Context: an optimization exercise on an open-source flow, tuned for small area and a short achievable clock period. The choices shown serve that exercise and are no tape-out recipe. Function was not checked in any run shown here: the RTL went through the layout flow alone. Power is estimated from default activity; no workload was simulated.

File: design/flow/flow/run.sh
#!/bin/bash
bash standard.sh "BUFFER_PORTS_ARGS=-buffer_cell sky130_fd_sc_hd__buf_4" "CTS_ARGS=-sink_clustering_enable -repair_clock_nets -sink_clustering_size 30 -sink_clustering_max_diameter 60 -buf_list sky130_fd_sc_hd__clkbuf_16 -dont_use_dummy_load" finish > standard.log 2>&1
File: design/flow/standard.sh
#!/bin/bash
# synth_recipe.tcl (not shown) runs the flow's synth.tcl, then flattens the netlist and writes it again
# the make line also repeats each setting of config.mk as NAME=value (left out here)
make -C /OpenROAD-flow-scripts/flow DESIGN_CONFIG=/design/flow/config.mk WORK_HOME=/design/flow/orfs CLKGATE_MAP_FILE= SYNTH_SCRIPT=/design/flow/synth_recipe.tcl "${@:-finish}"
File: design/flow/config.mk
export PLATFORM = sky130hd
export DESIGN_NAME = ambilight
export DESIGN_NICKNAME = ambilight
export VERILOG_FILES = /design/flow/design.v
export SDC_FILE = /design/flow/constraint.sdc
export NUM_CORES = 8
export LEC_CHECK = 0
export CAP_MARGIN = 40
export CORE_MARGIN = 2
export CORE_UTILIZATION = 40
export SLEW_MARGIN = 40
File: design/flow/constraint.sdc
create_clock -name core_clock -period 20.0 [get_ports {clk}]
set_input_delay 4.0000 -clock core_clock [delete_from_list [all_inputs] [get_ports {clk}]]
set_output_delay 4.0000 -clock core_clock [all_outputs]
set_load 0.01 [all_outputs]
File: design/flow/design.v
`timescale 1ns / 1ps
module ambilight (
    input clk,           
    input rst,           
    input [23:0] rbg,    
    input vde,           
    input vsync,         
    output led_data      
    );
    localparam N = 39;           
    localparam W = 14;           
    reg rst_r;                   
    always @(posedge clk) rst_r <= rst;
    reg d_vsync, d_valid;
    reg [6:0] hs, vs;
    reg [4:0] hp;
    reg [3:0] vp;
    wire rise = vsync & ~d_vsync;
    wire fall = ~vsync & d_vsync;
    wire lend = d_valid & ~vde;
    wire [6:0] hsb = rst_r ? 7'd0 : hs;
    wire [4:0] hpb = rst_r ? 5'd0 : hp;
    wire [6:0] vsb = rst_r ? 7'd0 : vs;
    wire [3:0] vpb = rst_r ? 4'd0 : vp;
    wire [6:0] hs_inc = (hsb == 100) ? 7'd0 : hsb + 1'b1;
    wire [4:0] hp_inc = (hsb == 100 && hpb != 19) ? hpb + 1'b1 : hpb;
    wire [6:0] vs_inc = (vsb == 97) ? 7'd0 : vsb + 1'b1;
    wire [3:0] vp_inc = (vsb == 97 && vpb != 11) ? vpb + 1'b1 : vpb;
    always @(posedge clk) begin
      d_vsync <= vsync & ~rst;
      d_valid <= vde & ~rst;
      if (vde) begin
        hs <= hs_inc; hp <= hp_inc;
      end else if (d_valid) begin
        hs <= 0; hp <= 0;
      end else begin
        hs <= hsb; hp <= hpb;
      end
      if (lend) begin
        vs <= vs_inc; vp <= vp_inc;
      end else if (rise) begin
        vs <= 0; vp <= 0;
      end else begin
        vs <= vsb; vp <= vpb;
      end
    end
    wire [6:0] dvl = (vs > 51) ? vs - 7'd51 : 7'd51 - vs;
    wire [6:0] dvr = (vs > 49) ? vs - 7'd49 : 7'd49 - vs;
    wire [6:0] dht = (hs > 50) ? hs - 7'd50 : 7'd50 - hs;
    wire [6:0] dhr = 7'd101 - hs;
    wire in_l = (hp == 0) && (vp <= 10) && (hs < 8) && (dvl < 8) && (hs + dvl < 8);
    wire in_t = (vp == 0) && (hp != 0) && (hp <= 18) && (dht < 8) && (vs < 8) && (dht + vs < 8);
    wire in_r = (hp == 18) && (vp != 0) && (vp <= 10) && (dhr < 8) && (dvr < 8) && (dhr + dvr < 8);
    wire in_any = in_l | in_t | in_r;
    wire [5:0] led1 = in_l ? 6'd10 - vp : in_t ? 6'd10 + hp : 6'd28 + vp;
    reg pv;
    reg [5:0] pled;
    reg [23:0] pix;      
    always @(posedge clk) begin
      pv <= vde & ~rst & ~rst_r & in_any;
      pled <= led1;
      pix <= {rbg[7:0], rbg[23:16], rbg[15:8]};
    end
    reg clr_r;                       
    always @(posedge clk) clr_r <= rst | fall;
    reg [5:0] pos;                   
    reg [5:0] cc;                    
    reg [3*W*N-1:0] ring;            
    wire [3*W-1:0] rin = ring[3*W*N-1 -: 3*W];
    wire stale = (cc != N) | clr_r;
    reg av, bv;
    reg [5:0] aled, bled;
    reg [3*W-1:0] asum;              
    reg [32:0] bsum;                 
    wire ma = av && (aled == pos) && !clr_r;
    wire mb = bv && (bled == pos) && !clr_r;
    wire [3*W-1:0] bsum_w = {3'b0, bsum[32:22], 3'b0, bsum[21:11], 3'b0, bsum[10:0]};
    wire [3*W-1:0] xadd = ma ? asum : mb ? bsum_w : {3*W{1'b0}};
    wire [3*W-1:0] rbase = stale ? {3*W{1'b0}} : rin;
    wire [3*W-1:0] hsum;
    assign hsum[3*W-1 -: W] = rbase[3*W-1 -: W] + xadd[3*W-1 -: W];
    assign hsum[2*W-1 -: W] = rbase[2*W-1 -: W] + xadd[2*W-1 -: W];
    assign hsum[W-1 -: W]   = rbase[W-1 -: W]   + xadd[W-1 -: W];
    wire a_same = av && (aled == pled) && !clr_r;
    wire [3*W-1:0] abase = (a_same && !ma) ? asum : {3*W{1'b0}};
    wire [3*W-1:0] anew;
    assign anew[3*W-1 -: W] = abase[3*W-1 -: W] + pix[23:16];
    assign anew[2*W-1 -: W] = abase[2*W-1 -: W] + pix[15:8];
    assign anew[W-1 -: W]   = abase[W-1 -: W]   + pix[7:0];
    always @(posedge clk) begin
      if (rst_r) pos <= 0;
      else pos <= (pos == N-1) ? 6'd0 : pos + 1'b1;
      if (clr_r) cc <= 1;
      else if (cc != N) cc <= cc + 1'b1;
      ring <= {ring[3*W*(N-1)-1:0], hsum};
      if (clr_r) begin
        av <= pv; aled <= pled; asum <= anew; bv <= 1'b0;
      end else begin
        if (ma) av <= 1'b0;
        if (mb) bv <= 1'b0;
        if (pv) begin
          av <= 1'b1; aled <= pled; asum <= anew;
          if (!a_same && av && !ma) begin
            bv <= 1'b1; bled <= aled;
            bsum <= {asum[3*W-4 -: 11], asum[2*W-4 -: 11], asum[W-4 -: 11]};
          end
        end
      end
    end
    reg [5:0] out_cnt;
    reg rdy;
    reg load_r;
    wire ready = (out_cnt == N) & rdy;
    always @(posedge clk) load_r <= rise & ~rst & (ready | rst_r);
    reg fact;                        
    reg [5:0] fd;                    
    reg [5:0] fcc;                   
    reg sav, sbv;
    reg [5:0] saled, sbled;
    reg [3*W-1:0] sasum;
    reg [32:0] sbsum;
    wire fnow = load_r | fact;
    wire flast = fact & (fd == 0);   
    wire sstale = load_r ? stale : (fcc != N);
    wire sma = sav && (saled == pos) && !flast;
    wire smb = sbv && (sbled == pos) && !flast;
    wire [3*W-1:0] sbsum_w = {3'b0, sbsum[32:22], 3'b0, sbsum[21:11], 3'b0, sbsum[10:0]};
    wire [3*W-1:0] sxadd = sma ? sasum : smb ? sbsum_w : {3*W{1'b0}};
    wire [3*W-1:0] sbase = (sstale && !flast) ? {3*W{1'b0}} : rin;
    wire [3*W-1:0] fsum;
    assign fsum[3*W-1 -: W] = sbase[3*W-1 -: W] + sxadd[3*W-1 -: W];
    assign fsum[2*W-1 -: W] = sbase[2*W-1 -: W] + sxadd[2*W-1 -: W];
    assign fsum[W-1 -: W]   = sbase[W-1 -: W]   + sxadd[W-1 -: W];
    wire [23:0] fval = {fsum[3*W-1 -: 8], fsum[2*W-1 -: 8], fsum[W-1 -: 8]};
    reg [24*N-1:0] oring;            
    reg [5:0] opos;
    always @(posedge clk) begin
      if (rst_r) begin
        fact <= 1'b0;
      end else if (load_r) begin
        fact <= 1'b1; fd <= N-2;
        fcc <= (cc == N) ? cc : cc + 1'b1;
      end else if (fact) begin
        if (fd == 0) fact <= 1'b0;
        fd <= fd - 1'b1;
        if (fcc != N) fcc <= fcc + 1'b1;
      end
      if (!fnow) begin
        sav <= av & ~clr_r; sbv <= bv & ~clr_r;
        saled <= aled; sbled <= bled; sasum <= asum; sbsum <= bsum;
      end
      oring <= {oring[24*(N-1)-1:0], fnow ? fval : oring[24*N-1 -: 24]};
      opos <= pos;
    end
    reg trig, t_valid_reg, t_valid, nxt_reg, nxt_s;
    reg [5:0] avg_led;
    wire d_trig_w;
    wire nxt_out_w;
    always @(posedge clk) begin
      if (rst_r) begin
        {t_valid, t_valid_reg} <= 2'b00;
        {nxt_s, nxt_reg} <= 2'b11;
      end else begin
        {t_valid, t_valid_reg} <= {t_valid_reg, d_trig_w};
        {nxt_s, nxt_reg} <= {nxt_reg, nxt_out_w};
      end
      if (rst_r) begin
        out_cnt <= N;
        trig <= 1'b0;
      end else if (load_r) begin
        out_cnt <= 0;
        avg_led <= 0;
        if (nxt_s) trig <= 1'b1;
      end else if (out_cnt < N) begin
        avg_led <= out_cnt;
        if (nxt_s) trig <= 1'b1;
        if (t_valid && trig) begin
          trig <= 1'b0;
          out_cnt <= out_cnt + 1'b1;
        end
      end else
        out_cnt <= N;
    end
    localparam IDLE=3'd0, TRANS=3'd1, TRANSX=3'd2, UPDATE=3'd4, FIN=3'd5;
    reg [2:0] state;
    reg [15:0] counter;
    reg chg;
    reg i_out;
    reg dg_trig_reg, dg_trig, d_trig;
    reg [4:0] idx;
    reg [5:0] buf_led, cur_led;
    reg cur_bit;
    reg buf_up;
    reg nxt;
    reg [2:0] state_n;
    reg i_next;
    assign led_data = i_out;
    assign d_trig_w = d_trig;
    assign nxt_out_w = nxt & ~d_trig;
    always @(*) rdy = (state == IDLE);
    wire capture = ~d_trig & dg_trig & (nxt | rdy);
    always @(posedge clk) begin
      if (rst_r) {dg_trig, dg_trig_reg} <= 2'b00;
      else {dg_trig, dg_trig_reg} <= {dg_trig_reg, trig};
      if (rst_r) nxt <= 1'b1;
      else if (capture) begin
        buf_led <= avg_led;
        nxt <= 1'b0;
      end else if (buf_up) nxt <= 1'b1;
      if (rst_r) d_trig <= 1'b0;
      else d_trig <= dg_trig;
      if (opos == cur_led) cur_bit <= oring[idx];
    end
    always @(*) begin
      state_n = state;
      if (rst_r) state_n = IDLE;
      else case (state)
        IDLE:   if (!nxt) state_n = TRANS;
        TRANS:  state_n = TRANSX;
        TRANSX: if (counter >= 16'd182 + cur_bit) state_n = UPDATE;
        UPDATE: if (idx == 0) begin
                  if (!nxt) state_n = TRANS;
                  else if (counter > 16'd3713) state_n = FIN;
                end else state_n = TRANS;
        FIN:    if (counter > 16'd55687) state_n = IDLE;
        default: ;
      endcase
    end
    always @(*) begin
      i_next = 1'b0;
      if (!rst_r && state == TRANSX)
        i_next = (counter < 16'd59) | ((counter < 16'd119) & cur_bit);
    end
    always @(posedge clk) begin
      counter <= chg ? 16'd0 : counter + 1'b1;
      chg <= (state_n != state);
      state <= state_n;
      i_out <= i_next & ~rst;
      buf_up <= 1'b0;
      if (rst_r) begin
        idx <= 5'd23;
      end else begin
        case (state)
          IDLE: begin
            if (!nxt) begin
              cur_led <= buf_led; buf_up <= 1'b1; idx <= 5'd23;
            end
          end
          UPDATE: begin
            if (idx == 0) begin
              if (!nxt) begin
                idx <= 5'd23; cur_led <= buf_led; buf_up <= 1'b1;
              end
            end else idx <= idx - 1'b1;
          end
          FIN: buf_up <= 1'b1;
          default: ;
        endcase
      end
    end
endmodule
==> summary.md, run 1 <==
| Metric | Value |
|---|---|
| Status | `finished clean` |
| Netlist cell types | `80` |
| CTS Root Cell | `clkbuf_16` |
| R2R cell count | `17` |
| Remaining global-route overflow | `0` |
| Top Registers | `ring x1638, oring x936` |
| I/O Buffers | `28` |
| # hold bufs at CTS | `0` |
| Hold depth | `0` |
| Hold_ws | `245 ps` |
| Share of cells above drive strength 1 | `5.01%` |
| Max reg flops | `1,638` |
| Worst vdd ir | `0.0000935 V` |
| Post-Synth Simple-Gate Area | `4.73%` |
| Hpwl dp | `57,000 um` |
| Leakage power | `30.5 nW` |
| CTS Sinks | `2,903` |
| Global-route wire length before repair | `147,000 um` |
| CP top delay family | `compound AO/OA/AOI/OAI gates` |
| H-tree levels | `4` |
| Routability Congestion | `0.768` |
| Synth Area in XOR/XNOR | `1.99%` |
| Largest net degree at the start of global routing | `86` |
| DR WL/cell | `13.4 um` |
| Die width | `424 um` |
| Maximum clock rate | `188 MHz` |
| Post-synthesis register bit count | `2,903` |
| WP buf/inv | `2` |
| Mapped Nets | `4,629` |
| DR iter-0 viols | `1,031` |
| Syn Inst Count | `4,441` |
| Synthesized area per cell | `15.9 um2` |
| Endpoints failing hold | `0` |
| Count of flip-flops with a built-in enable after synthesis | `208` |
| Final setup fails | `0` |
| Vias in the first global route | `27,800` |
| Critical Path Max Stage Delay | `730 ps` |
| Power per Cell Area | `117 mW/mm2` |
| Worst-Margin Slew | `846 ps` |
| Total power | `9.01 mW` |
| Worst Path Arrival | `5950 ps` |
| Starting density of the core | `40.1%` |
| Worst-path clk slew | `100 ps` |
| I/O pin total | `29` |
| Cells along the critical path | `inv_1 -> ha_1 -> nor3b_2 -> and3_1 -> nor3_1 -> nor2b_2 -> buf_4 -> a22o_1 -> ha_1 -> a21o_1 -> a2111oi_0 -> o21bai_1 -> a221oi_2 -> o21ai_2 -> o41ai_1 -> xnor2_1 -> a21oi_1` |
| Synthesis Warnings | `1` |
| Worst min path class | `flip-flop to flip-flop` |
| Final worst-path cycle share | `26.5%` |
| Area of the core | `0.176 mm2` |
| Initial antenna violation count | `2` |
| Rows | `154` |
| Crit. End Element | `flip-flop` |
| Syn Std Cell Area | `0.0705 mm2` |
| Synth Area in Compound Gates | `3.54%` |
| Ys async rst share | `0%` |
| RSZ-0062 raised after global routing | `false` |
| Min cycle time layout | `5310 ps` |
| Register area share after synthesis | `85.3%` |
| Slowest CP cell | `nor3_1` |
| DR vias | `28,700` |
| Max clock buf depth | `3` |
| Total GRT Usage | `10.3%` |
| Total Wirelength | `92,100 um` |
| Largest family of logic cells by synthesized area | `simple AND/OR/NAND/NOR gates` |
| Worst-skew pair later-pin latency | `790 ps` |
| TritonRoute pass-1 iters | `5` |
| Clock skew | `81.6 ps` |
| Fin. max-slew vios | `0` |
| Commonest cells after routing, fill and taps aside | `dfxtp_1 (2,693), edfxtp_1 (208), nor2_1 (163)` |
| Mux cell area share after synthesis | `0.573%` |
| Rel. slew slack | `43.1%` |
| Crit path required time | `20,640 ps` |
| Vias per inst | `4.17` |
| Worst Hold Launch | `ring[787]$_DFF_P_` |
| Post-CTS sizing | `0` |
| Die Y-Extent | `424 um` |
| Post-CTS Repair Setup Buffers | `0` |
| Antenna-violating nets left | `0` |
| Area growth syn-to-layout | `9.16%` |
| Reg-to-reg startpoint | `fd[0]$_SDFFCE_PP1P_` |
| Crit path max fanout | `19` |
| Critical path class | `flip-flop to flip-flop` |
| CTS tree | `built` |
| CP most frequent cell | `ha_1` |
| Die Area | `0.180 mm2` |
| Total CTS buffers | `139` |
| Reg2reg end | `oring[23]$_DFF_P_` |
| Hold Path Sink | `ring[829]$_DFF_P_` |
| # Max-Cap Violations | `0` |
| Startpoint type of the worst setup path | `flip-flop` |
| Adder-cell share of the synthesized area | `2.90%` |
| Top FF cell, synth | `dfxtp_1` |
| Most flop-heavy register | `ring` |
| # DRC | `0` |
| Final net count | `4,741` |
| Worst Setup SP | `fd[0]$_SDFFCE_PP1P_` |
| Commonest non-fill, non-tap cell in the layout | `dfxtp_1` |
| Setup TNS | `0 ps` |
| Reg-to-reg slack, setup | `14,690 ps` |
## routing by layer
metal	GRT usage [%]	routed length (um)
met1	15.0	48400
met2	14.9	37700
met3	2.09	3290
met4	3.97	2750
met5	0	0
## worst max-delay path by stage
stage / endpoint / cells past startpoint / slack (ps)
after detailed placement: vp[3]$_DFF_P_ / 6 / 14440
after floorplan: hp[4]$_DFF_P_ / 6 / 14800
after global placement: vp[3]$_DFF_P_ / 6 / 14420
after global routing: oring[23]$_DFF_P_ / 17 / 14360
final: oring[23]$_DFF_P_ / 17 / 14690
after CTS: oring[23]$_DFF_P_ / 17 / 14690
## power breakdown
part	internal (mW)	total (mW)	switching, mW
sequential	6.01	6.07	0.0652
combinational	0.0450	0.107	0.0621
clock	1.24	2.83	1.59
total	7.29	9.01	1.72
## logic make-up (layout without fill, tap and decap cells)
group	count (synthesis)	after routing
compound gates	375	375
other cells	0	3
flops	2903	2903
buf+inv	166	276
simple gates	650	650
xor+xnor	160	160
fa+ha+maj	160	160
mux	27	27
## through the flow
step / util [%] / cell area, um2 / setup slack [ps] / instances
CTS: 43.8 / 77000 / 14690 / 6891
finish: 43.8 / 77000 / 14690 / 6894
global route: 43.8 / 77000 / 14360 / 6891
detailed placement: 41.8 / 73500 / 14440 / 6752
global placement: 41.8 / 73500 / 14420 / 6752
floorplan: - / 70500 / 14800 / 4441
## synthesized netlist by cell type (all sizes together) (4+ instances only)
cell       n  area [um2]
mux2       4        48.8
nor2b     39         244
nor3b      8        65.1
o21a       5        37.5
a211o      5        43.8
mux4      10         225
ha       154        1930
or3       17         106
and2     112         701
nor4b      4        35.0
inv       96         360
nor3      38         206
nor2     164         616
xor2      53         464
o21bai     9        67.6
and3      11        68.8
clkbuf    53         199
a211oi     8        65.1
fa         6         120
xnor2    107         937
nand2b    20         125
buf       17         100
edfxtp   208        6250
or4        4        30.0
o31ai      5        37.5
nor4      22         168
a21boi    16         120
a21o      23         173
nand3     47         235
a31oi      8        50.1
a22oi      4        30.0
o21ai    107         539
mux2i     13         130
nand4     20         125
a21oi     82         422
dfxtp   2695       54000
a221oi     4        41.3
a22o      60         526
o211ai     4        30.0
or2        9        56.3
nand2    125         469
## final cells by class
cell class	instances	area, um2
Multi-Input combinational cell	1372	9720
Clock buffer	139	3480
Antenna cell	3	7.51
Fill cell	15500	98700
Tap cell	2340	2930
Sequential cell	2903	60200
Timing Repair Buffer	41	312
Inverter	96	363
==> inputs of run 2 (changes only) <==
==> design/flow/flow/run.sh (replaced) <==
#!/bin/bash
bash standard.sh "BUFFER_PORTS_ARGS=-buffer_cell sky130_fd_sc_hd__buf_4" "CTS_ARGS=-sink_clustering_enable -repair_clock_nets -sink_clustering_size 24 -sink_clustering_max_diameter 45 -buf_list sky130_fd_sc_hd__clkbuf_16 -dont_use_dummy_load" finish > standard.log 2>&1
==> summary.md, run 2 <==
| Metric | Value |
|---|---|
| Status | `finished clean` |
| Synth area leaders | `dfxtp_1 (76%), edfxtp_1 (8.9%), ha_1 (2.7%), xnor2_1 (1.3%), and2_1 (0.99%)` |
| Critical Path Max Stage Delay | `640 ps` |
| Commonest non-fill, non-tap cell in the layout | `dfxtp_1` |
| Worst Setup Slack, final | `14,760 ps` |
| Non-Filler Instances | `6,946` |
| Rel. slew slack | `47.4%` |
| Critical path class | `flip-flop to flip-flop` |
| Count of flip-flops with a built-in enable after synthesis | `208` |
| TritonRoute pass-1 iters | `5` |
| Die width | `424 um` |
| I/O pin total | `29` |
| Commonest cells after routing, fill and taps aside | `dfxtp_1 (2,693), edfxtp_1 (208), clkbuf_16 (190)` |
| Remaining global-route overflow | `0` |
| DR WL/cell | `13.4 um` |
| Share of cells above drive strength 1 | `6.06%` |
| Crit. End Element | `flip-flop` |
| FF+latch area | `0.0602 mm2` |
| Mapped Nets | `4,629` |
| Top Registers | `ring x1638, oring x936` |
| Most frequent cells after synthesis | `dfxtp_1 (2,695), edfxtp_1 (208), nor2_1 (164)` |
| Routability Congestion | `0.768` |
| Syn Std Cell Area | `0.0705 mm2` |
| # Max-Cap Violations | `0` |
| Post-synthesis register bit count | `2,903` |
| I/O Buffers | `28` |
| Hpwl dp | `57,000 um` |
| Worst-skew pair later-pin latency | `830 ps` |
| Worst-Margin Slew | `790 ps` |
| Die Area | `0.180 mm2` |
| Final worst-path cycle share | `26.2%` |
| Netlist cell types | `80` |
| Max reg flops | `1,638` |
| Fillers | `15,400` |
| Cells along the critical path | `inv_1 -> ha_1 -> nor3b_2 -> and3_1 -> nor3_1 -> nor2b_2 -> buf_4 -> a22o_1 -> ha_1 -> a21o_1 -> a2111oi_0 -> o21bai_1 -> a221oi_2 -> o21ai_2 -> o41ai_1 -> xnor2_1 -> a21oi_1` |
| Worst vdd ir | `0.0000898 V` |
| Rows | `154` |
| RSZ-0062 raised after global routing | `false` |
| Hold_ws | `218 ps` |
| Fin util | `44.6%` |
| Final setup fails | `0` |
| Yosys top cell area share | `76.5%` |
| Synthesis Warnings | `1` |
| Total Wirelength | `92,800 um` |
| Register area share after synthesis | `85.3%` |
| Starting density of the core | `40.1%` |
| # hold bufs at CTS | `0` |
| CTS Root Cell | `clkbuf_16` |
| Setup TNS | `0 ps` |
| Total CTS buffers | `190` |
| CTS Sinks | `2,903` |
| Syn Inst Count | `4,441` |
| Endpoints failing hold | `0` |
| # DRC | `0` |
| Worst Path Arrival | `5860 ps` |
| Placed cell count | `6,752` |
| CTS tree | `built` |
| Crit path max fanout | `19` |
| Post-CTS sizing | `0` |
| Top FF cell, synth | `dfxtp_1` |
| Vias in the first global route | `28,400` |
| Final net count | `4,792` |
| Maximum clock rate | `191 MHz` |
| Startpoint type of the worst setup path | `flip-flop` |
| Initial antenna violation count | `3` |
| Worst min path class | `flip-flop to flip-flop` |
| Fin. max-slew vios | `0` |
| Ys async rst share | `0%` |
| Count leader, synth | `dfxtp_1` |
| Most flop-heavy register | `ring` |
| Area leader, netlist | `dfxtp_1` |
| Leakage power | `31.1 nW` |
| Pre-CTS WS | `14,440 ps` |
| CP most frequent cell | `ha_1` |
| Multi-input combinational cell area | `0.00972 mm2` |
| DR iter-0 viols | `968` |
| Total GRT Usage | `10.4%` |
| Max clock buf depth | `3` |
| Min cycle time layout | `5240 ps` |
| Area growth syn-to-layout | `11.0%` |
| Slowest CP cell | `nor3_1` |
| Worst-path clk slew | `80 ps` |
| Post-CTS Repair Setup Buffers | `0` |
| Global-route wire length before repair | `150,000 um` |
| Clock skew | `106 ps` |
| Crit path required time | `20,630 ps` |
| Synthesized area per cell | `15.9 um2` |
| DR vias | `29,100` |
| H-tree levels | `4` |
| Largest net degree at the start of global routing | `86` |
| Power per Cell Area | `122 mW/mm2` |
| Vias per inst | `4.18` |
| Placed inst area | `0.0735 mm2` |
| Area of the core | `0.176 mm2` |
| Die Y-Extent | `424 um` |
| Total power | `9.52 mW` |
| Design area | `0.0783 mm2` |
| Antenna-violating nets left | `0` |
==> run 2: critical path, delay by kind of cell, from the launching register on <==
kind            cells  cell delay [ps]
buf+inv             2              430
fa+ha+maj           2              450
compound gates      8             1930
flops               1              370
xor+xnor            1              170
simple gates        4             1710
==> run 2: worst paths after layout <==
path                             from                  to  slack (ps)  depth (start not counted)
hold reg to reg    oring[826]$_DFF_P_  oring[850]$_DFF_P_         220                          0
setup / recovery  fd[0]$_SDFFCE_PP1P_   oring[23]$_DFF_P_       14760                         17
setup reg to reg  fd[0]$_SDFFCE_PP1P_   oring[23]$_DFF_P_       14760                         17
hold / removal     oring[826]$_DFF_P_  oring[850]$_DFF_P_         220                          0
==> run 2: power by group <==
part	total, mW	switching [mW]	internal (mW)
sequential	6.07	0.0651	6.01
clock	3.34	1.68	1.67
combinational	0.107	0.0621	0.0450
total	9.52	1.80	7.72
==> run 2: cells by family (layout without fill, tap and decap cells) <==
logic type	count (synthesis)	in the layout	synth area share [%]
multiplexers	27	27	0.573
AO/OA/AOI/OAI	375	375	3.54
flip-flops	2903	2903	85.3
other	0	4	0
XOR/XNOR	160	160	1.99
AND/OR/NAND/NOR	650	650	4.73
buffers and inverters	166	327	0.935
adder cells (fa/ha/maj)	160	160	2.90
==> run 2: area by class of cell <==
cell class / instances / area share (%)
Tap cell: 2340 / 3.74
Multi-Input combinational cell: 1372 / 12.4
Inverter: 96 / 0.463
Antenna cell: 4 / 0.0128
Sequential cell: 2903 / 76.9
Clock buffer: 190 / 6.07
Timing Repair Buffer: 41 / 0.398
==> run 2: layer usage <==
metal	wire (um)	track usage (%)
met1	48400	15.1
met2	38000	15.1
met3	3570	2.33
met4	2860	4.34
met5	0	0

## separate check: timing with driven ports
The flow's constraints put no driver on any port. The routed layouts listed below were extracted and timed again, unchanged, in two steps. Step 1, drivers: a clkbuf_16 drives clk and a buf_2 each remaining input, both assumed. Step 2 also shifts input and output timing later by t, the mid clock arrival at the registers, as if the neighbouring blocks saw the same clock. a / b / c = ideal / step 1 / step 2; a / b = the first two.
| run | shift t [ns] | slack for setup (ns) | hold slack, ns | worst setup path after step 2 |
|---|---|---|---|---|
| run 1 | 0.824 | 14.695 / 14.695 / 14.426 | 0.245 / 0.245 / 0.245 | input to register |
| run 2 | 0.859 | 14.764 / 14.735 / 14.381 | 0.218 / 0.218 / 0.218 | input to register |
After both steps every run listed still meets setup and hold. For run 2, which loses most, drivers alone change the setup slack by -0.029 ns; drivers and shift together by -0.383 ns.
